This design comes from an exercise in tuning for small area on the open sky130 flow, not from production work. The RTL was checked by simulation tests, not by an equivalence proof against the original design.

$ cat design/flow/run.sh
#!/bin/bash
# synth_recipe.tcl (not shown) runs the flow's synth.tcl, then flattens the netlist and writes it again
# the make line also repeats each setting of config.mk as NAME=value (left out here)
make -C /OpenROAD-flow-scripts/flow DESIGN_CONFIG=/design/flow/config.mk WORK_HOME=/design/flow/orfs CLKGATE_MAP_FILE= SYNTH_SCRIPT=/design/flow/synth_recipe.tcl finish
$ cat design/flow/config.mk
export PLATFORM = sky130hd
export DESIGN_NAME = MDC_NTT
export DESIGN_NICKNAME = MDC_NTT
export VERILOG_FILES = /design/flow/design.v
export SDC_FILE = /design/flow/constraint.sdc
export NUM_CORES = 4
export LEC_CHECK = 0
export CAP_MARGIN = 20
export CORE_MARGIN = 2
export CORE_UTILIZATION = 65
export CTS_BUF_LIST = sky130_fd_sc_hd__clkbuf_8
export PLACE_DENSITY = 0.75
export SETUP_SLACK_MARGIN = 0.3
export SLEW_MARGIN = 20
$ cat design/flow/constraint.sdc
create_clock -name core_clock -period 8.0 [get_ports {clk}]
set_input_delay 1.6000 -clock core_clock [delete_from_list [all_inputs] [get_ports {clk}]]
set_output_delay 1.6000 -clock core_clock [all_outputs]
set_load 0.01 [all_outputs]
$ cat design/flow/design.v
module MDC_NTT(
    input clk,
    input rst,
    input mode,
    input en,
    input [11:0] i1,
    input [11:0] i2,
    output [11:0] o1,
    output [11:0] o2,
    output done
    );
    reg [6:0] cnt;
    reg       run;
    reg       done_r;
    reg       m;         
    always @(posedge clk) begin
        if (!rst) m <= mode;
    end
    always @(posedge clk) begin
        if (!rst) begin
            cnt    <= 7'd0;
            run    <= 1'b0;
            done_r <= 1'b0;
        end else begin
            if (run | en) cnt <= cnt + 7'd1;
            run <= run | en;
            if (cnt == LAST) done_r <= en;
        end
    end
    assign done = done_r;
    localparam integer LAT = 3;
    function [5:0] s_ntt(input integer L);
        s_ntt = LAT*L + 64 - (64 >> L);
    endfunction
    function [5:0] s_intt(input integer L);
        s_intt = LAT*L + (1 << L) - 1;
    endfunction
    function [5:0] bf_off(input integer k, input m);
        bf_off = m ? s_intt(6 - k) : s_ntt(k);
    endfunction
    function [5:0] c_off(input integer k, input m);
        c_off = m ? s_intt(5 - k) + LAT : s_ntt(k) + LAT;
    endfunction
    localparam [6:0] LAST = 7*LAT + 63 - 1;    
    wire [11:0] bf_i1 [0:6];
    wire [11:0] bf_i2 [0:6];
    wire [11:0] bf_o1 [0:6];
    wire [11:0] bf_o2 [0:6];
    wire [11:0] c_i1 [0:5];
    wire [11:0] c_i2 [0:5];
    wire [11:0] c_o1 [0:5];
    wire [11:0] c_o2 [0:5];
    genvar k;
    generate
        for (k = 0; k < 7; k = k + 1) begin : g_bf
            wire [5:0] ph  = cnt[5:0] - bf_off(k, m);
            wire [5:0] g   = ph >> (6 - k);
            wire [5:0] idx = m ? ~g : g;
            if (k == 0) begin : g_in0
                assign bf_i1[k] = m ? c_o1[0] : i1;
                assign bf_i2[k] = m ? c_o2[0] : i2;
            end else if (k == 6) begin : g_in6
                assign bf_i1[k] = m ? i1 : c_o1[5];
                assign bf_i2[k] = m ? i2 : c_o2[5];
            end else begin : g_in
                assign bf_i1[k] = m ? c_o1[k] : c_o1[k-1];
                assign bf_i2[k] = m ? c_o2[k] : c_o2[k-1];
            end
            BF #(k) bf(.clk(clk), .mode(m), .widx(idx),
                       .a1(bf_i1[k]), .a2(bf_i2[k]), .o1(bf_o1[k]), .o2(bf_o2[k]));
        end
        for (k = 0; k < 6; k = k + 1) begin : g_c
            wire [5:0] ph = cnt[5:0] - c_off(k, m);
            wire sel = ph[5 - k];
            assign c_i1[k] = m ? bf_o1[k+1] : bf_o1[k];
            assign c_i2[k] = m ? bf_o2[k+1] : bf_o2[k];
            C2 #(32 >> k) c(.clk(clk), .sel(sel), .i1(c_i1[k]), .i2(c_i2[k]),
                            .o1(c_o1[k]), .o2(c_o2[k]));
        end
    endgenerate
    assign o1 = m ? bf_o1[0] : bf_o1[6];
    assign o2 = m ? bf_o2[0] : bf_o2[6];
endmodule
module BF #(
    parameter K = 1
)(
    input             clk,
    input             mode,
    input      [5:0]  widx,
    input      [11:0] a1,
    input      [11:0] a2,
    output reg [11:0] o1,
    output reg [11:0] o2
);
    reg  [11:0] x_r, side_r, side2_r;
    reg  [12:0] plo_r;
    reg  [11:0] qe_r;
    wire [11:0] t, s, d;
    modadd add(.h(mode), .a(mode ? a1 : side2_r), .b(mode ? a2 : t), .c(s));
    modsub sub(.h(mode), .a(mode ? a2 : side2_r), .b(mode ? a1 : t), .c(d));
    wire [11:0] w_r;
    generate
        if (K == 0) begin : g_w0
            assign w_r = 12'd1729;
        end else if (K <= 3) begin : g_wi
            reg [K-1:0] i_q;
            always @(posedge clk) i_q <= widx[K-1:0];
            tw_rom #(K) rom(.idx({{(6-K){1'b0}}, i_q}), .w(w_r));
        end else begin : g_w
            reg [11:0] w_q;
            wire [11:0] w;
            tw_rom #(K) rom(.idx(widx), .w(w));
            always @(posedge clk) w_q <= w;
            assign w_r = w_q;
        end
    endgenerate
    always @(posedge clk) begin
        x_r    <= mode ? d : a2;
        side_r <= mode ? s : a1;
    end
    wire [23:0] p = x_r * w_r;
    wire [11:0] qe;
    reduc_q rq(.p(p), .qe(qe));
    always @(posedge clk) begin
        plo_r   <= p[12:0];
        qe_r    <= qe;
        side2_r <= side_r;
    end
    reduc_r rr(.plo(plo_r), .qe(qe_r), .r(t));
    always @(posedge clk) begin
        o1 <= mode ? side2_r : s;
        o2 <= mode ? t : d;
    end
endmodule
module tw_rom #(parameter K = 1) (
    input  [5:0]  idx,
    output reg [11:0] w
);
    generate
        if (K == 1) begin : g_k1
            always @* begin
                case (idx[0:0])
                    1'd0: w = 12'd2580;
                    1'd1: w = 12'd3289;
                    default: w = 12'd0;
                endcase
            end
        end
        else if (K == 2) begin : g_k2
            always @* begin
                case (idx[1:0])
                    2'd0: w = 12'd2642;
                    2'd1: w = 12'd630;
                    2'd2: w = 12'd1897;
                    2'd3: w = 12'd848;
                    default: w = 12'd0;
                endcase
            end
        end
        else if (K == 3) begin : g_k3
            always @* begin
                case (idx[2:0])
                    3'd0: w = 12'd1062;
                    3'd1: w = 12'd1919;
                    3'd2: w = 12'd193;
                    3'd3: w = 12'd797;
                    3'd4: w = 12'd2786;
                    3'd5: w = 12'd3260;
                    3'd6: w = 12'd569;
                    3'd7: w = 12'd1746;
                    default: w = 12'd0;
                endcase
            end
        end
        else if (K == 4) begin : g_k4
            always @* begin
                case (idx[3:0])
                    4'd0: w = 12'd296;
                    4'd1: w = 12'd2447;
                    4'd2: w = 12'd1339;
                    4'd3: w = 12'd1476;
                    4'd4: w = 12'd3046;
                    4'd5: w = 12'd56;
                    4'd6: w = 12'd2240;
                    4'd7: w = 12'd1333;
                    4'd8: w = 12'd1426;
                    4'd9: w = 12'd2094;
                    4'd10: w = 12'd535;
                    4'd11: w = 12'd2882;
                    4'd12: w = 12'd2393;
                    4'd13: w = 12'd2879;
                    4'd14: w = 12'd1974;
                    4'd15: w = 12'd821;
                    default: w = 12'd0;
                endcase
            end
        end
        else if (K == 5) begin : g_k5
            always @* begin
                case (idx[4:0])
                    5'd0: w = 12'd289;
                    5'd1: w = 12'd331;
                    5'd2: w = 12'd3253;
                    5'd3: w = 12'd1756;
                    5'd4: w = 12'd1197;
                    5'd5: w = 12'd2304;
                    5'd6: w = 12'd2277;
                    5'd7: w = 12'd2055;
                    5'd8: w = 12'd650;
                    5'd9: w = 12'd1977;
                    5'd10: w = 12'd2513;
                    5'd11: w = 12'd632;
                    5'd12: w = 12'd2865;
                    5'd13: w = 12'd33;
                    5'd14: w = 12'd1320;
                    5'd15: w = 12'd1915;
                    5'd16: w = 12'd2319;
                    5'd17: w = 12'd1435;
                    5'd18: w = 12'd807;
                    5'd19: w = 12'd452;
                    5'd20: w = 12'd1438;
                    5'd21: w = 12'd2868;
                    5'd22: w = 12'd1534;
                    5'd23: w = 12'd2402;
                    5'd24: w = 12'd2647;
                    5'd25: w = 12'd2617;
                    5'd26: w = 12'd1481;
                    5'd27: w = 12'd648;
                    5'd28: w = 12'd2474;
                    5'd29: w = 12'd3110;
                    5'd30: w = 12'd1227;
                    5'd31: w = 12'd910;
                    default: w = 12'd0;
                endcase
            end
        end
        else if (K == 6) begin : g_k6
            always @* begin
                case (idx[5:0])
                    6'd0: w = 12'd17;
                    6'd1: w = 12'd2761;
                    6'd2: w = 12'd583;
                    6'd3: w = 12'd2649;
                    6'd4: w = 12'd1637;
                    6'd5: w = 12'd723;
                    6'd6: w = 12'd2288;
                    6'd7: w = 12'd1100;
                    6'd8: w = 12'd1409;
                    6'd9: w = 12'd2662;
                    6'd10: w = 12'd3281;
                    6'd11: w = 12'd233;
                    6'd12: w = 12'd756;
                    6'd13: w = 12'd2156;
                    6'd14: w = 12'd3015;
                    6'd15: w = 12'd3050;
                    6'd16: w = 12'd1703;
                    6'd17: w = 12'd1651;
                    6'd18: w = 12'd2789;
                    6'd19: w = 12'd1789;
                    6'd20: w = 12'd1847;
                    6'd21: w = 12'd952;
                    6'd22: w = 12'd1461;
                    6'd23: w = 12'd2687;
                    6'd24: w = 12'd939;
                    6'd25: w = 12'd2308;
                    6'd26: w = 12'd2437;
                    6'd27: w = 12'd2388;
                    6'd28: w = 12'd733;
                    6'd29: w = 12'd2337;
                    6'd30: w = 12'd268;
                    6'd31: w = 12'd641;
                    6'd32: w = 12'd1584;
                    6'd33: w = 12'd2298;
                    6'd34: w = 12'd2037;
                    6'd35: w = 12'd3220;
                    6'd36: w = 12'd375;
                    6'd37: w = 12'd2549;
                    6'd38: w = 12'd2090;
                    6'd39: w = 12'd1645;
                    6'd40: w = 12'd1063;
                    6'd41: w = 12'd319;
                    6'd42: w = 12'd2773;
                    6'd43: w = 12'd757;
                    6'd44: w = 12'd2099;
                    6'd45: w = 12'd561;
                    6'd46: w = 12'd2466;
                    6'd47: w = 12'd2594;
                    6'd48: w = 12'd2804;
                    6'd49: w = 12'd1092;
                    6'd50: w = 12'd403;
                    6'd51: w = 12'd1026;
                    6'd52: w = 12'd1143;
                    6'd53: w = 12'd2150;
                    6'd54: w = 12'd2775;
                    6'd55: w = 12'd886;
                    6'd56: w = 12'd1722;
                    6'd57: w = 12'd1212;
                    6'd58: w = 12'd1874;
                    6'd59: w = 12'd1029;
                    6'd60: w = 12'd2110;
                    6'd61: w = 12'd2935;
                    6'd62: w = 12'd885;
                    6'd63: w = 12'd2154;
                    default: w = 12'd0;
                endcase
            end
        end
    endgenerate
endmodule
module C2 #(
    parameter LEN = 32
)(
    input         clk,
    input         sel,
    input  [11:0] i1,
    input  [11:0] i2,
    output [11:0] o1,
    output [11:0] o2
);
    wire [11:0] u, c1;
    D #(LEN) d1(.clk(clk), .D_i(i2), .D_o(u));
    assign c1 = sel ? u : i1;
    assign o2 = sel ? i1 : u;
    D #(LEN) d2(.clk(clk), .D_i(c1), .D_o(o1));
endmodule
module D #(
    parameter LEN = 32
)(
    input         clk,
    input  [11:0] D_i,
    output [11:0] D_o
);
    reg [11:0] D_store [0:LEN-1];
    integer i;
    always @(posedge clk) begin
        D_store[0] <= D_i;
        for (i = 0; i < LEN-1; i = i + 1)
            D_store[i+1] <= D_store[i];
    end
    assign D_o = D_store[LEN-1];
endmodule
module modadd(
    input         h,
    input  [11:0] a,
    input  [11:0] b,
    output [11:0] c
);
    wire [12:0] s  = a + b;
    wire [13:0] sm = {1'b0, s} - 14'd3329;
    wire [13:0] sp = {1'b0, s} + 14'd3329;
    wire [11:0] cf = sm[13] ? s[11:0] : sm[11:0];
    wire [11:0] ch = !s[0] ? s[12:1] : (sm[13] ? sp[12:1] : sm[12:1]);
    assign c = h ? ch : cf;
endmodule
module modsub(
    input         h,
    input  [11:0] a,
    input  [11:0] b,
    output [11:0] c
);
    wire [12:0] d   = {1'b0, a} - {1'b0, b};
    wire [13:0] dp  = {d[12], d} + 14'd3329;
    wire [13:0] dpp = {d[12], d} + 14'd6658;
    wire [11:0] cf  = d[12] ? dp[11:0] : d[11:0];
    wire [11:0] ch  = d[0] ? dp[12:1] : (d[12] ? dpp[12:1] : d[12:1]);
    assign c = h ? ch : cf;
endmodule
module reduc_q(
    input  [23:0] p,
    output [11:0] qe
);
    wire [14:0] acc = p[23:10] + p[23:12] - p[23:16] - p[23:18] + 15'd1;
    assign qe = acc[13:2];
endmodule
module reduc_r(
    input  [12:0] plo,
    input  [11:0] qe,
    output [11:0] r
);
    wire [12:0] rr = plo - qe - {qe[4:0], 8'd0} - {qe[2:0], 10'd0} - {qe[1:0], 11'd0};
    wire [12:0] rq = rr + 13'd3329;
    assign r = rr[12] ? rq[11:0] : rr[11:0];
endmodule
==> results of run 1 <==
[kinds of logic after synthesis]
kind of cell / Yosys count / synth area share [%]
buffers and inverters: 1870 / 6.054
xor gates and xnor gates: 783 / 5.904
adders and majority gates: 1762 / 23.50
AOI/OAI and AO/OA: 2070 / 11.65
and+or+nand+nor: 2888 / 11.63
muxes: 451 / 4.156
DFF: 2168 / 37.10
other: 2 / 0.006419
[metrics by stage]
step           area [um^2]  TNS (ns)  util (%)
2_1_floorplan       117500         0         -
3_3_place_gp        122900   -0.4431     68.80
3_5_place_dp        122900    -2.564     68.80
4_1_cts             131300  -0.02053     73.51
5_1_grt             132800    -8.939     74.32
6_report            132800   -0.6561     74.33
[how the worst max path moves through the flow]
stage                               end  slack, ns  cells after the start                        start
floorplan           g_bf[3].bf.qe_r[11]       0.05                     33            g_bf[3].bf.x_r[5]
global placement    g_bf[3].bf.qe_r[11]      -0.22                     33            g_bf[3].bf.x_r[4]
detailed placement  g_bf[3].bf.qe_r[11]      -0.42                     33            g_bf[3].bf.x_r[4]
CTS                 g_bf[3].bf.qe_r[11]      -0.02                     33            g_bf[3].bf.w_r[4]
global route        g_bf[1].bf.qe_r[11]      -0.67                     30  g_bf[1].bf.genblk1.g_wi.i_q
finish              g_bf[1].bf.qe_r[11]      -0.17                     32  g_bf[1].bf.genblk1.g_wi.i_q
[critical path: cells and delay by family (launching register included)]
family                     cells  cell delay [ns]
and+or+nand+nor                4             0.40
adders and majority gates      9             4.11
xor gates and xnor gates       3             0.49
buffers and inverters          6             0.44
AOI/OAI and AO/OA             10             2.35
DFF                            1             0.33
[placed cells by master (no fill, tap or decap), drive strengths merged, types with 180 or more instances in the layout]
cell type	synthesis	final
fa	725	725
dfxtp	2167	2167
mux2	248	248
nand3	180	180
nor2	536	536
and2	305	305
nor3	193	193
o21a	209	209
nand2	1142	1142
xnor2	528	528
clkbuf	347	421
ha	1037	1037
mux2i	200	200
a21oi	486	486
o21ai	506	506
buf	37	561
xor2	253	253
inv	1477	1568
[area by class of cell]
class,instances,area (um^2)
multi-input cells,7965,68740
fillers,12360,45850
flip-flops and latches,2168,43550
clock buffers,420,5781
inverters,1486,5590
repair buffers,614,5015
well taps,2355,2947
clock inverters,158,1111
diodes,15,37.54
[registers in the layout, summed over array words and instances, names as in the netlist]
register and flops:
g_bf.bf.x_r 84, g_c.c.d2.D_store 756, g_bf.bf.qe_r 84, g_bf.bf.genblk1.g_wi.i_q 3, m 1, cnt 7, g_bf.bf.side2_r 84, g_bf.bf.o2 84
run 1, done_r 1, g_bf.bf.genblk1.g_w.w_q 36, g_bf.bf.plo_r 91, g_c.c.d1.D_store 756, g_bf.bf.side_r 84, g_bf.bf.o1 84, g_bf.bf.w_r 12
[metal layers]
metal	part of all wire (%)	up-vias
met3	6.1	795
met2	48	3020
li1	-	40940
met4	5.3	14
met1	41	41900
met5	0.026	-
[what timing repair did]
action / in CTS / in global routing
gates resized for setup: 250 / 232
pin swaps: 125 / 154
setup buffers: 74 / 46
setup endpoints to repair: 48 / 165
hold buffers: 0 / 0
==> metrics.csv, run 1 <==
metric;value;unit
tightestPinTransition;1.061;ns
detail_route.wl_per_cell;20.88;um
drc;0;
portBuffers;52;
grt_pass1_vias;88580;
status;finished with violations;
synthArstFlopShare;0;%
regToRegStartpoint;g_bf[1].bf.genblk1.g_wi.i_q;
clock_sinks;2168;
rows;155;
synth-edff-count;1;
r2r_cells;32;
ys_ff_latch;2168;
core_area;0.1786;mm^2
ys.flop_type;dfxtp_1;
setup_viol;11;
grtUsageMet3;4.955;%
rsz0062_at_grt;true;
gr-usage-met1;43.44;%
clk_pin_slew_worst_paths;0.07;ns
cts_tree;built;
antenna_found_initial;29;
grt_max_degree;172;
synth_commonest_cells;dfxtp_1 (2167), inv_1 (1476), nand2_1 (1142), ha_1 (1037), fa_1 (725);
worst-setup-path-type;reg2reg;
ios;53;
grt_most_used_layer;met2;
die_w;428.3;um
rr_endpoint;g_bf[1].bf.qe_r[11];
yosys_warnings;26;
grt_use_total;34.01;%
yosys-top-cells-area;dfxtp_1 (37%), fa_1 (12%), ha_1 (11%);
routed_via_density;5.709;
hold_depth;0;
max_stage_delay;0.60;ns
slowest_stage;fa_1;
dp_hpwl;239.0;mm
hold_ws;0.2624;ns
holdCritStartpoint;g_c[1].c.d1.D_store[14][3];
route.vias.total;86660;
critPathLaunchType;register;
drv_cap;0;
clockBufferDepth;4;
worst-path-max-fanout;26;
reg2reg_slack;-0.17;ns
synth.top_cell.area_share;37.08;%
post-synth-top-count-cell;dfxtp_1;
drt_first_pass_iters;6;
area_delta_synth_final;13.48;%
hp-class;reg2reg;
cp.arrival;9.16;ns
ant_nets;0;
die_h;428.3;um
drive_gt1_share;14.21;%
yosysSeqAreaShare;37.10;%
grt_pass1_wl;491.8;mm
clk_latency;1.09;ns
fmax;122.4;MHz
numCtsBuffers;338;
netlist_area;0.1170;mm^2
drv_slew;0;
ctsRootBufferMaster;clkbuf_8;
holdPathEnd;g_c[1].c.d1.D_store[15][3];
die_area;0.1834;mm^2
cp.required;8.99;ns
avgSynthCellArea;9.755;um^2
grt_overflow_total;0;
worst_slack;-0.1708;ns
crit_path_end_kind;register;
met2_usage;56.76;%
ctsHtreeMaxLevel;5;
drt_iter0_drc;6946;
synth.distinct_cells;114;
final_net_count;14360;
netlist_instances;11990;
initial_core_util;65.50;%
finalHoldViolCount;0;
fin_crit_sh;102.1;%
dp.cells;14470;
drt-total-wl;317.0;mm
gp_congestion;0.9687;
post-route-min-period;8.171;ns
slew_headroom;29.14;%
check.faults;negative setup slack;
finalClockSkew;0.1240;ns
synth_area_leader_cell;dfxtp_1;
pre_cts_ws;-0.4194;ns
final_cell_count_no_fill;15180;
crit_top_cell;fa_1;
==> run 2, diff against run 1 <==
--- a/design/flow/config.mk
+++ b/design/flow/config.mk
@@ -7,8 +7,6 @@
 export LEC_CHECK = 0
 export CAP_MARGIN = 20
 export CORE_MARGIN = 2
-export CORE_UTILIZATION = 65
-export CTS_BUF_LIST = sky130_fd_sc_hd__clkbuf_8
-export PLACE_DENSITY = 0.75
+export CORE_UTILIZATION = 50
 export SETUP_SLACK_MARGIN = 0.3
 export SLEW_MARGIN = 20
==> run 2 against run 1 <==
The layout still fails its checks (negative setup slack). Sequential cell count unchanged. Synthesized area did not move. Synthesized cell count unchanged. Die area grew 30%. Critical path depth is 1 higher. First-iteration DRC count is 18% lower. Wire length shrank 3.5%. Critical endpoint is now g_bf[3].bf.qe_r[11].
==> metrics.csv, run 2 <==
metric;value;unit
drt-total-wl;306.1;mm
ant_nets;0;
routed_via_density;5.321;
ys_ff_latch;2168;
worst-path-max-fanout;3;
clock_sinks;2168;
ctsHtreeMaxLevel;4;
ios;53;
yosysSeqAreaShare;37.10;%
antenna_found_initial;16;
drive_gt1_share;14.44;%
post-synth-top-count-cell;dfxtp_1;
drc;0;
synth.top_cell.area_share;37.08;%
grt_pass1_vias;83880;
grt_max_degree;157;
core_area;0.2325;mm^2
grt_pass1_wl;477.0;mm
grt_use_total;25.52;%
yosys_warnings;26;
synth.distinct_cells;114;
check.faults;negative setup slack;
fin_crit_sh;100.8;%
finalClockSkew;0.1082;ns
largestRegisters;g_c.c.d1.D_store x756, g_c.c.d2.D_store x756, g_bf.bf.plo_r x91;
status;finished with violations;
cp.required;8.80;ns
crit_top_cell;fa_1;
tightestPinTransition;1.090;ns
fmax;124.0;MHz
drt_iter0_drc;5720;
rows;177;
slew_headroom;27.28;%
setup_viol;2;
pre_cts_ws;-0.2395;ns
initial_core_util;50.31;%
grt_overflow_total;0;
layout_commonest_cell;dfxtp_1;
worst-setup-path-type;reg2reg;
ctsRootBufferMaster;clkbuf_16;
yosys-top-cells-area;dfxtp_1 (37%), fa_1 (12%), ha_1 (11%);
drv_slew;0;
final_cell_count_no_fill;15780;
synth_area_leader_cell;dfxtp_1;
netlist_area;0.1170;mm^2
drt_first_pass_iters;8;
route.vias.total;83960;
gp_congestion;0.9333;
final_net_count;14330;
die_area;0.2379;mm^2
netlist_instances;11990;
cp.arrival;8.87;ns
finalHoldViolCount;0;
die_h;487.7;um
numCtsBuffers;215;
clk_pin_slew_worst_paths;0.06;ns
portBuffers;52;
dp.cells;15240;
ys.flop_type;dfxtp_1;
synthArstFlopShare;0;%
synth_commonest_cells;dfxtp_1 (2167), inv_1 (1476), nand2_1 (1142), ha_1 (1037), fa_1 (725);
clk_latency;0.91;ns
detail_route.wl_per_cell;19.40;um
post-route-min-period;8.067;ns
rsz0062_at_grt;true;
hp-class;reg2reg;
avgSynthCellArea;9.755;um^2
synth-edff-count;1;
worst_slack;-0.06687;ns
max_stage_delay;0.56;ns
drv_cap;0;
clockBufferDepth;3;
critPathLaunchType;register;
area_delta_synth_final;15.72;%
dp_hpwl;240.9;mm
layout_common_cells;dfxtp_1 (2099), inv_1 (1432), nand2_1 (1121), ha_1 (977), fa_1 (716);
die_w;487.7;um
cts_tree;built;
crit_path_end_kind;register;
slowest_stage;fa_1;
[run 2: cell families after synthesis]
family / Yosys count / synth area share [%]
simple gates: 2888 / 11.63
flops: 2168 / 37.10
compound gates: 2070 / 11.65
buf+inv: 1870 / 6.054
fa+ha+maj: 1762 / 23.50
xor+xnor: 783 / 5.904
mux: 451 / 4.156
other cells: 2 / 0.006419
[run 2: through the flow]
| step | hold slack, ns | util [%] | TNS, ns | instance area, um^2 |
|---|---|---|---|---|
| 2_1_floorplan | 0.3096 | - | 0 | 117500 |
| 3_3_place_gp | 0.3097 | 53.51 | -0.4213 | 124400 |
| 3_5_place_dp | 0.3121 | 53.52 | -1.643 | 124400 |
| 4_1_cts | 0.2303 | 57.39 | -0.1323 | 133400 |
| 5_1_grt | 0.2438 | 58.21 | -3.276 | 135400 |
| 6_report | 0.2483 | 58.22 | -0.1156 | 135400 |
[run 2: cell type report]
| type | instances | area, um^2 |
|---|---|---|
| sequential | 2168 | 43580 |
| timing repair buffer | 701 | 5712 |
| inverter | 1486 | 5593 |
| clock inverter | 120 | 1647 |
| tap | 3043 | 3807 |
| clock buffer | 282 | 6052 |
| multi-input combinational | 7965 | 68960 |
| fill | 19980 | 97150 |
| antenna | 13 | 32.53 |
[run 2: final timing paths]
kind,cells after the start,slack [ns],from,to
max,33,-0.07,g_bf[3].bf.w_r[5],g_bf[3].bf.qe_r[11]
min,0,0.25,g_c[3].c.d2.D_store[2][11],g_c[3].c.d2.D_store[3][11]
max reg2reg,33,-0.07,g_bf[3].bf.w_r[5],g_bf[3].bf.qe_r[11]
min reg2reg,0,0.25,g_c[3].c.d2.D_store[2][11],g_c[3].c.d2.D_store[3][11]
[run 2: what timing repair did]
| item | 4_1_cts | 5_1_grt |
|---|---|---|
| buffers inserted | 59 | 57 |
| endpoints found under the setup margin | 50 | 181 |
| hold buffers | 0 | 0 |
| cloned | 2 | 1 |
| pin swaps | 130 | 202 |
| gates resized for setup | 235 | 308 |
[run 2: metal layers]
layer | up-vias | global-route usage (%) | wire length, um
met1 | 40780 | 35.14 | 140100
li1 | 40830 | - | -
met3 | 476 | 3.427 | 15180
met2 | 1869 | 41.48 | 140800
met5 | - | 0 | 44
met4 | 8 | 8.075 | 9905
[run 2: critical path: cells and delay by family (launching register included)]
family / cells / cell delay (ns)
compound gates: 10 / 1.71
xor+xnor: 2 / 0.30
fa+ha+maj: 9 / 3.71
buf+inv: 7 / 0.62
flops: 1 / 0.36
simple gates: 5 / 1.24
==> run 3, diff against run 2 <==
--- a/design/flow/design.v
+++ b/design/flow/design.v
@@ -28,7 +28,7 @@
         end
     end
     assign done = done_r;
-    localparam integer LAT = 3;
+    localparam integer LAT = 4;
     function [5:0] s_ntt(input integer L);
         s_ntt = LAT*L + 64 - (64 >> L);
     endfunction
@@ -92,43 +92,62 @@
     output reg [11:0] o1,
     output reg [11:0] o2
 );
-    reg  [11:0] x_r, side_r, side2_r;
-    reg  [12:0] plo_r;
-    reg  [11:0] qe_r;
+    reg  [11:0] x_r, side_r, side2_r, side3_r;
+    reg  [23:0] p_r;
+    reg  [12:0] rr_r;
     wire [11:0] t, s, d;
-    modadd add(.h(mode), .a(mode ? a1 : side2_r), .b(mode ? a2 : t), .c(s));
-    modsub sub(.h(mode), .a(mode ? a2 : side2_r), .b(mode ? a1 : t), .c(d));
-    wire [11:0] w_r;
+    modadd add(.a(mode ? a1 : side3_r), .b(mode ? a2 : t), .c(s));
+    modsub sub(.a(mode ? a2 : side3_r), .b(mode ? a1 : t), .c(d));
+    wire [11:0] w;
     generate
         if (K == 0) begin : g_w0
-            assign w_r = 12'd1729;
-        end else if (K <= 3) begin : g_wi
+            reg m_q;                         
+            always @(posedge clk) m_q <= mode;
+            assign w = m_q ? 12'd1652 : 12'd1729;
+        end else begin : g_wi
             reg [K-1:0] i_q;
             always @(posedge clk) i_q <= widx[K-1:0];
-            tw_rom #(K) rom(.idx({{(6-K){1'b0}}, i_q}), .w(w_r));
-        end else begin : g_w
-            reg [11:0] w_q;
-            wire [11:0] w;
-            tw_rom #(K) rom(.idx(widx), .w(w));
-            always @(posedge clk) w_q <= w;
-            assign w_r = w_q;
+            tw_rom #(K) rom(.idx({{(6-K){1'b0}}, i_q}), .w(w));
         end
     endgenerate
     always @(posedge clk) begin
         x_r    <= mode ? d : a2;
         side_r <= mode ? s : a1;
     end
-    wire [23:0] p = x_r * w_r;
-    wire [11:0] qe;
-    reduc_q rq(.p(p), .qe(qe));
     always @(posedge clk) begin
-        plo_r   <= p[12:0];
-        qe_r    <= qe;
+        p_r     <= x_r * w;
         side2_r <= side_r;
     end
-    reduc_r rr(.plo(plo_r), .qe(qe_r), .r(t));
+    wire [11:0] qe;
+    wire [12:0] rr;
+    reduc_q rq(.p(p_r), .qe(qe));
+    reduc_d rd(.plo(p_r[12:0]), .qe(qe), .rr(rr));
+    always @(posedge clk) begin
+        rr_r    <= rr;
+        side3_r <= side2_r;
+    end
+    reduc_c rc(.rr(rr_r), .r(t));
+    wire [11:0] o1_intt;
+    generate
+        if (K == 0) begin : g_sc
+            wire [23:0] v = 24'd86554 - {side2_r, 4'd0} - {side2_r, 3'd0} - {side2_r, 1'b0};
+            wire [11:0] qv;
+            reduc_q rqv(.p(v), .qe(qv));
+            reg  [12:0] vlo_r;
+            reg  [4:0]  qv_r;
+            always @(posedge clk) begin
+                vlo_r <= v[12:0];
+                qv_r  <= qv[4:0];
+            end
+            wire [12:0] rv;
+            reduc_d rdv(.plo(vlo_r), .qe({7'd0, qv_r}), .rr(rv));
+            reduc_c rcv(.rr(rv), .r(o1_intt));
+        end else begin : g_nsc
+            assign o1_intt = side3_r;
+        end
+    endgenerate
     always @(posedge clk) begin
-        o1 <= mode ? side2_r : s;
+        o1 <= mode ? o1_intt : s;
         o2 <= mode ? t : d;
     end
 endmodule
@@ -340,30 +359,22 @@
     assign D_o = D_store[LEN-1];
 endmodule
 module modadd(
-    input         h,
     input  [11:0] a,
     input  [11:0] b,
     output [11:0] c
 );
     wire [12:0] s  = a + b;
-    wire [13:0] sm = {1'b0, s} - 14'd3329;
-    wire [13:0] sp = {1'b0, s} + 14'd3329;
-    wire [11:0] cf = sm[13] ? s[11:0] : sm[11:0];
-    wire [11:0] ch = !s[0] ? s[12:1] : (sm[13] ? sp[12:1] : sm[12:1]);
-    assign c = h ? ch : cf;
+    wire [13:0] sq = {1'b0, s} - 14'd3329;
+    assign c = sq[13] ? s[11:0] : sq[11:0];
 endmodule
 module modsub(
-    input         h,
     input  [11:0] a,
     input  [11:0] b,
     output [11:0] c
 );
-    wire [12:0] d   = {1'b0, a} - {1'b0, b};
-    wire [13:0] dp  = {d[12], d} + 14'd3329;
-    wire [13:0] dpp = {d[12], d} + 14'd6658;
-    wire [11:0] cf  = d[12] ? dp[11:0] : d[11:0];
-    wire [11:0] ch  = d[0] ? dp[12:1] : (d[12] ? dpp[12:1] : d[12:1]);
-    assign c = h ? ch : cf;
+    wire [12:0] d  = {1'b0, a} - {1'b0, b};
+    wire [12:0] dq = d + 13'd3329;
+    assign c = d[12] ? dq[11:0] : d[11:0];
 endmodule
 module reduc_q(
     input  [23:0] p,
@@ -372,12 +383,17 @@
     wire [14:0] acc = p[23:10] + p[23:12] - p[23:16] - p[23:18] + 15'd1;
     assign qe = acc[13:2];
 endmodule
-module reduc_r(
+module reduc_d(
     input  [12:0] plo,
     input  [11:0] qe,
+    output [12:0] rr
+);
+    assign rr = plo - qe - {qe[4:0], 8'd0} - {qe[2:0], 10'd0} - {qe[1:0], 11'd0};
+endmodule
+module reduc_c(
+    input  [12:0] rr,
     output [11:0] r
 );
-    wire [12:0] rr = plo - qe - {qe[4:0], 8'd0} - {qe[2:0], 10'd0} - {qe[1:0], 11'd0};
     wire [12:0] rq = rr + 13'd3329;
     assign r = rr[12] ? rq[11:0] : rr[11:0];
 endmodule
--- a/design/flow/config.mk
+++ b/design/flow/config.mk
@@ -7,6 +7,7 @@
 export LEC_CHECK = 0
 export CAP_MARGIN = 20
 export CORE_MARGIN = 2
-export CORE_UTILIZATION = 50
-export SETUP_SLACK_MARGIN = 0.3
+export CORE_UTILIZATION = 65
+export CTS_BUF_LIST = sky130_fd_sc_hd__clkbuf_8
+export PLACE_DENSITY = 0.75
 export SLEW_MARGIN = 20
==> run 3 against run 2 <==
Now clean on timing, DRC and antenna. Hold slack improved by 0.0067 ns. Die area decreased by 22%. Maximum frequency increased by 22%. Wire length decreased by 4.8%. Critical endpoint is now g_bf[1].bf.o2[11]. Sequential share of layout area increased by 4.3 points. Critical path depth decreased by 13.
==> metrics.csv, run 3 <==
metric;value;unit
ctsHtreeMaxLevel;5;
r2r_cells;20;
wl_met3;17.72;mm
grt_max_degree;177;
cts_tree;built;
die_w;431.0;um
setup_viol;0;
synth_area_leader_cell;dfxtp_1;
dp_hpwl;226.5;mm
cp.required;8.87;ns
clock_sinks;2353;
layout_common_cells;dfxtp_1 (2351), inv_1 (1610), nand2_1 (1116), ha_1 (1087), fa_1 (783);
synth_commonest_cells;dfxtp_1 (2352), inv_1 (1524), nand2_1 (1116), ha_1 (1087), fa_1 (783);
post-route-min-period;6.624;ns
initial_core_util;65.51;%
worst_slack;1.376;ns
avgSynthCellArea;10.04;um^2
clk_latency;1.11;ns
utilization;71.40;%
clockBufferDepth;4;
synth-edff-count;1;
ys.flop_type;dfxtp_1;
die_area;0.1858;mm^2
rr_endpoint;g_bf[1].bf.o2[11];
grt_pass1_vias;82310;
fin_crit_sh;82.80;%
grt_overflow_total;0;
critPathLaunchType;register;
netlist_instances;11810;
path_cells;buf_4 > fa_1 > nand2b_1 > a21oi_1 > xor2_4 > nand2_1 > nand3_1 > o21ai_0 > ha_1 > inv_1 > fa_1 > a211oi_1 > o21ai_0 > a21oi_1 > o21ai_0 > o41ai_2 > inv_1 > a211oi_1 > xnor2_1 > a21oi_1;
hold_ws;0.2550;ns
route.vias.total;81260;
drt-met1-wl;124.6;mm
grt_pass1_wl;457.8;mm
yosys_warnings;26;
detail_route.wl_per_cell;19.95;um
hp-class;reg2reg;
regToRegStartpoint;m;
drive_gt1_share;8.117;%
max_stage_delay;0.75;ns
drt_iter0_drc;6035;
synthArstFlopShare;0;%
area_delta_synth_final;8.993;%
fin_setup_tns;0;ns
holdPathEnd;g_bf[1].bf.side2_r[0];
drt_first_pass_iters;7;
numCtsBuffers;370;
yosysSeqAreaShare;39.75;%
status;no timing/DRC/antenna violations;
finalHoldViolCount;0;
gp_congestion;0.9900;
routed_via_density;5.564;
drv_cap;0;
rsz0062_at_grt;false;
finalClockSkew;0.1460;ns
antenna_found_initial;27;
clk_pin_slew_worst_paths;0.07;ns
largestRegisters;g_c.c.d1.D_store x756, g_c.c.d2.D_store x756, g_bf.bf.p_r x167;
yosys-top-cells-area;dfxtp_1 (40%), fa_1 (13%), ha_1 (11%);
cts_hold_buf;0;
portBuffers;52;
wl_met2;134.2;mm
drv_slew;0;
layout_commonest_cell;dfxtp_1;
pre_cts_ws;1.469;ns
routed.top_layer;met5;
synth.distinct_cells;111;
synth.top_cell.area_share;39.72;%
reg2reg_slack;1.38;ns
worst-setup-path-type;reg2reg;
final_net_count;13840;
ant_nets;0;
slew_headroom;26.88;%
post-synth-top-count-cell;dfxtp_1;
cts_resized;0;
ctsRootBufferMaster;clkbuf_8;
ios;53;
drc;0;
drt-total-wl;291.3;mm
grt_use_total;31.60;%
hold_depth;0;
cp.arrival;7.49;ns
slowest_stage;buf_4;
die_h;431.0;um
cts_setup_buffers;0;
holdCritStartpoint;g_bf[1].bf.side_r[0];
netlist_area;0.1185;mm^2
worst-path-max-fanout;69;
core_area;0.1809;mm^2
fmax;151.0;MHz
tightestPinTransition;1.085;ns
crit_path_end_kind;register;
rows;156;
ys_ff_latch;2353;
## run 3: cell types whose count changed after synthesis, moves of 52 or more
| cell | change |
|---|---|
| o21a_1 | -92 |
| fa_1 | +58 |
| nor3_1 | -52 |
| dfxtp_1 | +185 |
| a31oi_1 | +92 |
| nor2_1 | +105 |
| a21o_1 | -53 |
| o211ai_1 | -56 |
| o21ai_0 | -117 |
| nand3_1 | -65 |
## run 3: layer usage
| metal | up-vias | GRT usage [%] |
|---|---|---|
| met5 | - | 0 |
| li1 | 38890 | - |
| met2 | 2518 | 51.19 |
| met4 | 10 | 15.13 |
| met3 | 610 | 4.794 |
| met1 | 39230 | 41.63 |
## run 3: worst max path at each step
stage                     startpoint              endpoint  slack (ns)
after floorplan                    m      g_bf[0].bf.o2[7]        1.70
after global placement             m  g_bf[1].bf.side_r[8]        1.61
after detailed placement      cnt[0]     g_bf[0].bf.x_r[7]        1.47
after CTS                          m                o1[11]        1.42
after global routing               m     g_bf[1].bf.o2[11]        0.92
final                              m     g_bf[1].bf.o2[11]        1.38
## run 3: logic make-up after synthesis
logic type                 count (synthesis)  share of synthesized area [%]
adders and majority gates               1870                          24.70
AOI/OAI and AO/OA                       1787                          9.767
xor gates and xnor gates                 722                          5.351
DFF                                     2353                          39.75
buffers and inverters                   1875                          5.951
and+or+nand+nor                         2816                          11.00
other                                      2                       0.006336
muxes                                    381                          3.481
## run 3: critical path: cells and delay by family (launching register included)
family,cells,cell delay (ns)
AO/OA/AOI/OAI,9,2.89
adder cells (fa/ha/maj),3,1.20
buffers and inverters,3,0.98
flip-flops,1,0.53
XOR/XNOR,2,0.46
AND/OR/NAND/NOR,3,0.38
## run 3: layout make-up
| cell class | instances | area, um^2 |
|---|---|---|
| clock buffer | 467 | 6427 |
| sequential | 2353 | 47120 |
| multi-input combinational | 7589 | 64580 |
| timing repair buffer | 103 | 948.4 |
| fill | 13250 | 51750 |
| tap | 2370 | 2965 |
| inverter | 1528 | 5743 |
| clock inverter | 182 | 1381 |
| antenna | 13 | 32.53 |
## run 3: per-stage QoR
| step | area (um^2) | instances |
|---|---|---|
| finish | 129200 | 14610 |
| detailed placement | 121300 | 13940 |
| global placement | 121300 | 13940 |
| floorplan | 118600 | 11820 |
| CTS | 129100 | 14590 |
| global route | 129200 | 14600 |
==> run 4, diff against run 3 <==
--- a/design/flow/config.mk
+++ b/design/flow/config.mk
@@ -7,7 +7,7 @@
 export LEC_CHECK = 0
 export CAP_MARGIN = 20
 export CORE_MARGIN = 2
-export CORE_UTILIZATION = 65
+export CORE_UTILIZATION = 75
 export CTS_BUF_LIST = sky130_fd_sc_hd__clkbuf_8
-export PLACE_DENSITY = 0.75
+export PLACE_DENSITY = 0.85
 export SLEW_MARGIN = 20
==> run 4 against run 3 <==
Cell area decreased by 0.46%. Worst setup slack got worse by 0.25 ns. Still clean. First-iteration DRC count increased by 38%. Critical path type unchanged. Critical path depth unchanged.
==> metrics.csv, run 4 <==
metric;value;unit
grt_use_total;37.99;%
slew_headroom;16.51;%
ys_ff_latch;2353;
numCtsBuffers;359;
core_area;0.1566;mm^2
drv_cap;0;
clk_latency;1.10;ns
fin_setup_tns;0;ns
fmax;145.6;MHz
rr_endpoint;g_bf[0].bf.o1[4];
crit_end;g_bf[0].bf.o1[4];
ctsRootBufferMaster;clkbuf_8;
yosys-top-cells-area;dfxtp_1 (40%), fa_1 (13%), ha_1 (11%);
setup_viol;0;
clockBufferDepth;4;
crit_path_end_kind;register;
status;no timing/DRC/antenna violations;
drt_iter0_drc;8358;
netlist_instances;11810;
cts_tree;built;
drive_gt1_share;7.835;%
largestRegisters;g_c.c.d1.D_store x756, g_c.c.d2.D_store x756, g_bf.bf.p_r x167;
grt_pass1_wl;477.6;mm
rsz0062_at_grt;false;
synth-edff-count;1;
avgSynthCellArea;10.04;um^2
synth_area_leader_cell;dfxtp_1;
ctsHtreeMaxLevel;5;
synth_commonest_cells;dfxtp_1 (2352), inv_1 (1524), nand2_1 (1116), ha_1 (1087), fa_1 (783);
dp_hpwl;229.7;mm
detail_route.wl_per_cell;21.55;um
grt_max_degree;175;
startpoint;m;
portBuffers;52;
post-route-min-period;6.869;ns
layout_common_cells;dfxtp_1 (2351), inv_1 (1604), nand2_1 (1116), ha_1 (1087), fa_1 (783);
n_fill_cell;9023;
die_w;401.5;um
hp-class;reg2reg;
critPathLaunchType;register;
finalClockSkew;0.09951;ns
die_h;401.5;um
regToRegStartpoint;m;
tightestPinTransition;1.248;ns
final_area;0.1286;mm^2
clk_pin_slew_worst_paths;0.07;ns
ant_nets;0;
pre_cts_ws;1.265;ns
cts_hold_buf;0;
gp_congestion;0.9976;
initial_core_util;75.71;%
yosysSeqAreaShare;39.75;%
dpl-instance-area;0.1208;mm^2
worst-path-max-fanout;108;
netlist_area;0.1185;mm^2
grt_pass1_vias;86970;
cts_setup_buffers;0;
synthArstFlopShare;0;%
area_delta_synth_final;8.490;%
drv_slew;0;
route.vias.total;84640;
drt_first_pass_iters;7;
grt_overflow_total;0;
yosys_warnings;26;
synth.top_cell.area_share;39.72;%
cp.required;8.89;ns
clock_sinks;2353;
antenna_found_initial;26;
drt-total-wl;307.0;mm
drc;0;
synth.distinct_cells;111;
reg2reg_slack;1.13;ns
r2r_cells;20;
ios;53;
layout_commonest_cell;dfxtp_1;
fin_crit_sh;85.87;%
routed_via_density;5.941;
die_area;0.1612;mm^2
worst_slack;1.131;ns
utilization;82.13;%
finalHoldViolCount;0;
ys.flop_type;dfxtp_1;
post-synth-top-count-cell;dfxtp_1;
cts_resized;0;
worst-setup-path-type;reg2reg;
rows;145;
final_net_count;13820;
cp.arrival;7.76;ns
run 4: logic make-up after synthesis:
kind of cell | after synthesis | share of synthesized area, %
multiplexers | 381 | 3.481
AO/OA/AOI/OAI | 1787 | 9.767
flip-flops | 2353 | 39.75
XOR/XNOR | 722 | 5.351
AND/OR/NAND/NOR | 2816 | 11.00
buffers and inverters | 1875 | 5.951
adder cells (fa/ha/maj) | 1870 | 24.70
other | 2 | 0.006336
run 4: how the worst min path moves through the flow:
stage	from	end	slack, ns	cells past startpoint
CTS	g_c[1].c.d2.D_store[12][11]	g_c[1].c.d2.D_store[13][11]	0.26	0
finish	g_c[1].c.d2.D_store[12][11]	g_c[1].c.d2.D_store[13][11]	0.27	0
global placement	g_c[0].c.d1.D_store[14][8]	g_c[0].c.d1.D_store[15][8]	0.31	0
floorplan	g_bf[0].bf.side_r[0]	g_bf[0].bf.side2_r[0]	0.31	0
global route	g_c[1].c.d2.D_store[5][11]	g_c[1].c.d2.D_store[6][11]	0.28	0
detailed placement	g_bf[4].bf.side2_r[7]	g_bf[4].bf.side3_r[7]	0.31	0
run 4: stage by stage:
step | hold slack, ns | std cells
3_5_place_dp | 0.3121 | 13620
2_1_floorplan | 0.3096 | 11820
4_1_cts | 0.2589 | 14230
3_3_place_gp | 0.3095 | 13620
6_report | 0.2714 | 14250
5_1_grt | 0.2797 | 14240
run 4: cell type report:
class                           count  area (um^2)  share of cell area [%]
Timing Repair Buffer               87        820.8                  0.6383
Clock inverter                    166         1478                   1.149
Antenna cell                       13        32.53                 0.02530
Tap cell                         2058         2575                   2.002
Sequential cell                  2353        47120                   36.64
Inverter                         1528         5743                   4.466
Multi-Input combinational cell   7589        64590                   50.23
Clock buffer                      453         6235                   4.848
run 4: layer usage:
layer	wire length, um	vias up	track usage (%)	part of all wire (%)
met5	110	-	0	0.036
met4	18100	18	20.41	5.9
met3	28310	1053	7.951	9.2
met2	140200	4030	60.50	46
met1	120300	40700	48.75	39
li1	-	38840	-	-
run 4: worst max-delay path, cell delays in order, from the launching register on:
cell,delay [ns]
edfxtp_1,0.52
inv_8,0.50
ha_1,0.38
a21o_1,0.24
a21o_1,0.18
a21oi_1,0.76
xnor2_2,0.40
buf_4,0.34
nand2_1,0.12
a31oi_1,0.11
ha_1,0.28
fa_1,0.41
a21o_1,0.21
a221oi_1,0.31
xnor2_1,0.22
nand3b_1,0.28
a2111oi_2,0.10
o41ai_4,0.67
nand4_1,0.23
xnor2_1,0.26
mux2i_1,0.11
==> run 5, diff against run 4 <==
--- a/design/flow/config.mk
+++ b/design/flow/config.mk
@@ -7,7 +7,9 @@
 export LEC_CHECK = 0
 export CAP_MARGIN = 20
 export CORE_MARGIN = 2
-export CORE_UTILIZATION = 75
-export CTS_BUF_LIST = sky130_fd_sc_hd__clkbuf_8
-export PLACE_DENSITY = 0.85
+export CORE_UTILIZATION = 70
+export CTS_BUF_LIST = sky130_fd_sc_hd__clkbuf_16
+export CTS_CLUSTER_DIAMETER = 100
+export CTS_CLUSTER_SIZE = 30
+export PLACE_DENSITY = 0.8
 export SLEW_MARGIN = 20
==> run 5 against run 4 <==
Critical path depth grew 2. Sequential share of layout area grew 1.4 points. First-iteration DRC count shrank 16%. Critical path type unchanged.
==> metrics.csv, run 5 <==
metric;value;unit
ctsHtreeMaxLevel;3;
portBuffers;52;
routed_via_density;5.818;
ios;53;
clk_pin_slew_worst_paths;0.12;ns
synth.top_cell.area_share;39.72;%
finalHoldViolCount;0;
drv_slew;0;
rr_endpoint;g_bf[0].bf.rr_r[12];
ys.flop_type;dfxtp_1;
die_w;415.5;um
clockBufferDepth;3;
cp.arrival;7.57;ns
synth_area_leader_cell;dfxtp_1;
ctsRootBufferMaster;clkbuf_16;
yosys_warnings;26;
layout_commonest_cell;dfxtp_1;
clock_sinks;2353;
worst_slack;1.095;ns
status;no timing/DRC/antenna violations;
dp_hpwl;235.1;mm
n_fill_cell;11800;
detail_route.wl_per_cell;21.39;um
drive_gt1_share;4.653;%
fin_setup_tns;0;ns
tightestPinTransition;1.171;ns
avgSynthCellArea;10.04;um^2
cp.required;8.66;ns
ant_nets;0;
regToRegStartpoint;g_bf[0].bf.p_r[18];
hp-class;reg2reg;
grt_pass1_wl;464.2;mm
netlist_instances;11810;
synth_commonest_cells;dfxtp_1 (2352), inv_1 (1524), nand2_1 (1116), ha_1 (1087), fa_1 (783);
numCtsBuffers;93;
gp_congestion;1.001;
yosysSeqAreaShare;39.75;%
cts_resized;0;
grt_max_degree;186;
drt_iter0_drc;7048;
grt_use_total;34.63;%
fin_crit_sh;86.32;%
multi_input_area;0.06459;mm^2
synthArstFlopShare;0;%
drt_first_pass_iters;8;
post-route-min-period;6.905;ns
rsz0062_at_grt;false;
reg2reg_slack;1.09;ns
crit_path_end_kind;register;
critPathLaunchType;register;
largestRegisters;g_c.c.d1.D_store x756, g_c.c.d2.D_store x756, g_bf.bf.p_r x167;
antenna_found_initial;23;
netlist_area;0.1185;mm^2
cts_tree;built;
synth-edff-count;1;
layout_common_cells;dfxtp_1 (2351), inv_1 (1527), nand2_1 (1116), ha_1 (1087), fa_1 (783);
cts_hold_buf;0;
rows;151;
cts_setup_buffers;0;
core_area;0.1687;mm^2
drt-total-wl;297.7;mm
synth.distinct_cells;111;
ys_ff_latch;2353;
drc;0;
area_delta_synth_final;4.547;%
pre_cts_ws;1.392;ns
initial_core_util;70.26;%
die_area;0.1726;mm^2
worst-setup-path-type;reg2reg;
worst-path-max-fanout;7;
holdCritStartpoint;g_c[0].c.d1.D_store[12][6];
slew_headroom;21.24;%
r2r_cells;22;
yosys-top-cells-area;dfxtp_1 (40%), fa_1 (13%), ha_1 (11%);
die_h;415.5;um
drv_cap;0;
seqCellArea;0.04712;mm^2
dp.cells;13790;
clk_latency;0.80;ns
fmax;144.8;MHz
route.vias.total;80960;
post-synth-top-count-cell;dfxtp_1;
grt_overflow_total;0;
final_cell_count_no_fill;13920;
final_net_count;13570;
finalClockSkew;0.04411;ns
grt_pass1_vias;82320;
hold_depth;0;
holdPathEnd;g_c[0].c.d1.D_store[13][6];
setup_viol;0;
-- run 5: changes by cell type in the layout (fill, tap and decap cells not counted), moves of 6 or more --
cell	delta
clkbuf_8	-453
buf_4	+14
clkinv_2	-36
clkinvlp_4	-7
bufinv_16	-25
diode_2	-6
clkbuf_16	+95
inv_1	-77
-- run 5: kinds of logic after synthesis --
group,Yosys count,share of synthesized area [%]
AO/OA/AOI/OAI,1787,9.767
XOR/XNOR,722,5.351
adder cells (fa/ha/maj),1870,24.70
AND/OR/NAND/NOR,2816,11.00
buffers and inverters,1875,5.951
multiplexers,381,3.481
flip-flops,2353,39.75
other,2,0.006336
-- run 5: how the worst max path moves through the flow --
stage,startpoint,to,slack (ns),cells after the start
finish,g_bf[0].bf.p_r[18],g_bf[0].bf.rr_r[12],1.09,22
CTS,g_bf[0].bf.p_r[18],g_bf[0].bf.rr_r[12],1.11,22
floorplan,m,g_bf[0].bf.o2[7],1.70,27
global placement,m,g_bf[0].bf.x_r[7],1.58,22
detailed placement,g_bf[0].bf.p_r[18],g_bf[0].bf.rr_r[12],1.39,22
global route,g_bf[0].bf.p_r[18],g_bf[0].bf.rr_r[12],0.80,22
-- run 5: final cells by class --
class / instances / area share, %
inverters: 1528 / 4.634
clock buffers: 95 / 1.918
well taps: 2218 / 2.239
multi-input cells: 7589 / 52.12
clock inverters: 24 / 0.2777
flip-flops and latches: 2353 / 38.02
diodes: 7 / 0.01414
repair buffers: 103 / 0.7724
-- run 5: critical path: stages, from the launching register on --
cell       delay [ns]
dfxtp_1          0.47
ha_1             0.31
fa_1             0.49
inv_1            0.04
ha_1             0.27
a21o_1           0.16
a21o_1           0.19
a21oi_1          0.28
o21ai_0          0.23
a41oi_1          0.47
o21ai_0          0.28
nor4_1           0.40
nor3_1           0.14
xnor2_1          0.21
fa_1             0.47
fa_1             0.50
inv_1            0.05
fa_1             0.47
inv_1            0.05
ha_1             0.37
and4_1           0.22
a2111oi_0        0.54
xnor2_1          0.16
-- run 5: through the flow --
stage | hold WS (ns) | util (%) | area (um^2)
after global routing | 0.3194 | 73.44 | 123900
after global placement | 0.3095 | 71.81 | 121100
after floorplan | 0.3096 | - | 118600
after CTS | 0.3135 | 73.42 | 123900
after detailed placement | 0.3121 | 71.81 | 121100
final | 0.3068 | 73.45 | 123900
-- run 5: routing by layer --
layer | wire length (um) | vias to the layer above | track usage, %
met5 | 79 | - | 0
met4 | 15140 | 10 | 15.19
met3 | 18880 | 604 | 4.372
met2 | 139900 | 2798 | 57.46
met1 | 123700 | 39420 | 45.67
li1 | - | 38130 | -
==> run 6, diff against run 5 <==
--- a/design/flow/config.mk
+++ b/design/flow/config.mk
@@ -10,6 +10,6 @@
 export CORE_UTILIZATION = 70
 export CTS_BUF_LIST = sky130_fd_sc_hd__clkbuf_16
 export CTS_CLUSTER_DIAMETER = 100
-export CTS_CLUSTER_SIZE = 30
+export CTS_CLUSTER_SIZE = 24
 export PLACE_DENSITY = 0.8
 export SLEW_MARGIN = 20
==> run 6 against run 5 <==
Critical path type unchanged. Cell area is 0.32% higher. Highest routed layer unchanged. Non-clock buffer count unchanged. Sequential cell count is the same. Synthesized area did not move. First-iteration DRC count is 2.8% lower. Die area did not move. Still clean. Hold slack got worse by 0.023 ns. Worst setup slack gained 0.036 ns.
==> metrics.csv, run 6 <==
metric;value;unit
status;no timing/DRC/antenna violations;
final_net_count;13580;
avgSynthCellArea;10.04;um^2
drv_cap;0;
ctsHtreeMaxLevel;3;
yosys-top-cells-area;dfxtp_1 (40%), fa_1 (13%), ha_1 (11%);
rsz0062_at_grt;false;
post-synth-top-count-cell;dfxtp_1;
startpoint;g_bf[0].bf.p_r[18];
netlist_instances;11810;
critPathLaunchType;register;
regToRegStartpoint;g_bf[0].bf.p_r[18];
clockBufferDepth;3;
cts_tree;built;
drv_slew;0;
die_h;415.5;um
cp.arrival;7.56;ns
layout_commonest_cell;dfxtp_1;
portBuffers;52;
cpLargestDelayFamily;adder cells;
cp.required;8.69;ns
cts_resized;0;
max_stage_delay;0.56;ns
cts_hold_buf;0;
dp_hpwl;235.1;mm
gp_congestion;1.001;
layout_common_cells;dfxtp_1 (2351), inv_1 (1525), nand2_1 (1116), ha_1 (1087), fa_1 (783);
fin_crit_sh;85.87;%
hp-class;reg2reg;
tightestPinTransition;1.107;ns
rows;151;
finalClockSkew;0.07880;ns
drt-total-wl;297.6;mm
clk_pin_slew_worst_paths;0.11;ns
ctsRootBufferMaster;clkbuf_16;
synth.distinct_cells;111;
antenna_found_initial;24;
grt_overflow_total;0;
die_w;415.5;um
clock_sinks;2353;
core_area;0.1687;mm^2
slowest_stage;a2111oi_0;
crit_path_end_kind;register;
synth.top_cell.area_share;39.72;%
synth-edff-count;1;
route.vias.total;81230;
slew_headroom;25.83;%
yosysSeqAreaShare;39.75;%
clk_latency;0.84;ns
grt_max_degree;186;
drive_gt1_share;4.768;%
fmax;145.6;MHz
grt_pass1_wl;463.2;mm
numCtsBuffers;111;
synthArstFlopShare;0;%
netlist_area;0.1185;mm^2
grt_use_total;34.52;%
synth_area_leader_cell;dfxtp_1;
ant_nets;0;
ys.flop_type;dfxtp_1;
crit_top_cell;fa_1;
fin_setup_tns;0;ns
post-route-min-period;6.869;ns
yosys_warnings;26;
area_delta_synth_final;4.884;%
initial_core_util;70.26;%
largestRegisters;g_c.c.d1.D_store x756, g_c.c.d2.D_store x756, g_bf.bf.p_r x167;
hold_depth;0;
holdCritStartpoint;g_c[1].c.d2.D_store[5][0];
r2r_cells;22;
ios;53;
routed_via_density;5.830;
detail_route.wl_per_cell;21.36;um
crit_buf_inv;3;
synth_commonest_cells;dfxtp_1 (2352), inv_1 (1524), nand2_1 (1116), ha_1 (1087), fa_1 (783);
die_area;0.1726;mm^2
finalHoldViolCount;0;
worst-setup-path-type;reg2reg;
worst-path-max-fanout;7;
drt_iter0_drc;6850;
ys_ff_latch;2353;
drc;0;
setup_viol;0;
reg2reg_slack;1.13;ns
cts_setup_buffers;0;
grt_pass1_vias;82620;
cp.depth;22;
path_cells;ha_1 > fa_1 > inv_1 > ha_1 > a21o_1 > a21o_1 > a21oi_1 > o21ai_0 > a41oi_1 > o21ai_0 > nor4_1 > nor3_1 > xnor2_1 > fa_1 > fa_1 > inv_1 > fa_1 > inv_1 > ha_1 > and4_1 > a2111oi_0 > xnor2_1;
drt_first_pass_iters;8;
run 6: cell families (layout without fill, tap and decap cells):
kind of cell,after synthesis,in the layout,share of synthesized area (%)
xor gates and xnor gates,722,722,5.351
AOI/OAI and AO/OA,1787,1787,9.767
adders and majority gates,1870,1870,24.70
and+or+nand+nor,2816,2816,11.00
DFF,2353,2353,39.75
other,2,25,0.006336
muxes,381,381,3.481
buffers and inverters,1875,1762,5.951
run 6: layout make-up:
| cell class | instances | area, um^2 |
|---|---|---|
| Multi-Input combinational cell | 7589 | 64590 |
| Sequential cell | 2353 | 47120 |
| Fill cell | 11760 | 44400 |
| Inverter | 1528 | 5743 |
| Clock buffer | 111 | 2778 |
| Tap cell | 2218 | 2775 |
| Timing Repair Buffer | 103 | 957.2 |
| Clock inverter | 20 | 330.3 |
| Antenna cell | 12 | 30.03 |
run 6: path summary, 6_finish.rpt:
| kind | endpoint |
|---|---|
| worst max register to register | g_bf[0].bf.rr_r[12] |
| worst max-delay path | g_bf[0].bf.rr_r[12] |
| worst min-delay path | g_c[1].c.d2.D_store[6][0] |
| worst min register to register | g_c[1].c.d2.D_store[6][0] |
run 6: per-layer routing:
| metal | part of all wire, % | global-route usage (%) |
|---|---|---|
| met5 | 0.021 | 0 |
| met4 | 5.0 | 14.66 |
| met3 | 6.6 | 4.576 |
| met2 | 47 | 57.58 |
| met1 | 41 | 45.30 |
run 6: worst reg2reg max path: cells and delay by family (launching register included):
family	cells	cell delay (ns)
buffers and inverters	3	0.14
flip-flops	1	0.47
adder cells (fa/ha/maj)	7	2.88
AO/OA/AOI/OAI	7	2.10
AND/OR/NAND/NOR	3	0.79
XOR/XNOR	2	0.38
run 6: through the flow:
step | std cells | instance area, um^2 | hold WS (ns) | setup slack (ns) | utilization [%]
6_report | 13930 | 124300 | 0.2838 | 1.131 | 73.69
5_1_grt | 13920 | 124300 | 0.2989 | 0.7490 | 73.67
4_1_cts | 13920 | 124300 | 0.2818 | 1.176 | 73.65
3_5_place_dp | 13790 | 121100 | 0.3121 | 1.392 | 71.81
3_3_place_gp | 13790 | 121100 | 0.3095 | 1.583 | 71.81
2_1_floorplan | 11820 | 118600 | 0.3096 | 1.700 | -

## separate check: timing with driven ports
No port has a modelled driver above. Below, the same layouts with a new extraction and two added sets of constraints.
Step 1 sets driving cells, clkbuf_16 on the clock port and buf_2 on the other inputs (assumed; they add their load-dependent delay and slew).
Step 2 times the ports against the registers' clock, not the clock port: input delays grow and output delays shrink by t, the midpoint of the rising clock arrivals with the driver on.
Three values: no drivers, after step 1, after step 2; two values: the first two.
| run | shift t [ns] | slack for setup (ns) | worst setup path at the end | clock arrival spread, ns |
|---|---|---|---|---|
| run 1 | 1.123 | -0.171 / -0.171 / -0.171 | register to register | 0.135 / 0.135 |
| run 2 | 0.939 | -0.067 / -0.067 / -0.067 | register to register | 0.108 / 0.108 |
| run 3 | 1.128 | 1.376 / 1.295 / 1.376 | register to register | 0.152 / 0.152 |
| run 4 | 1.136 | 1.131 / 1.131 / 1.131 | register to register | 0.107 / 0.107 |
| run 5 | 0.871 | 1.095 / 1.095 / 1.095 | register to register | 0.052 / 0.052 |
| run 6 | 0.893 | 1.131 / 1.131 / 1.131 | register to register | 0.078 / 0.079 |
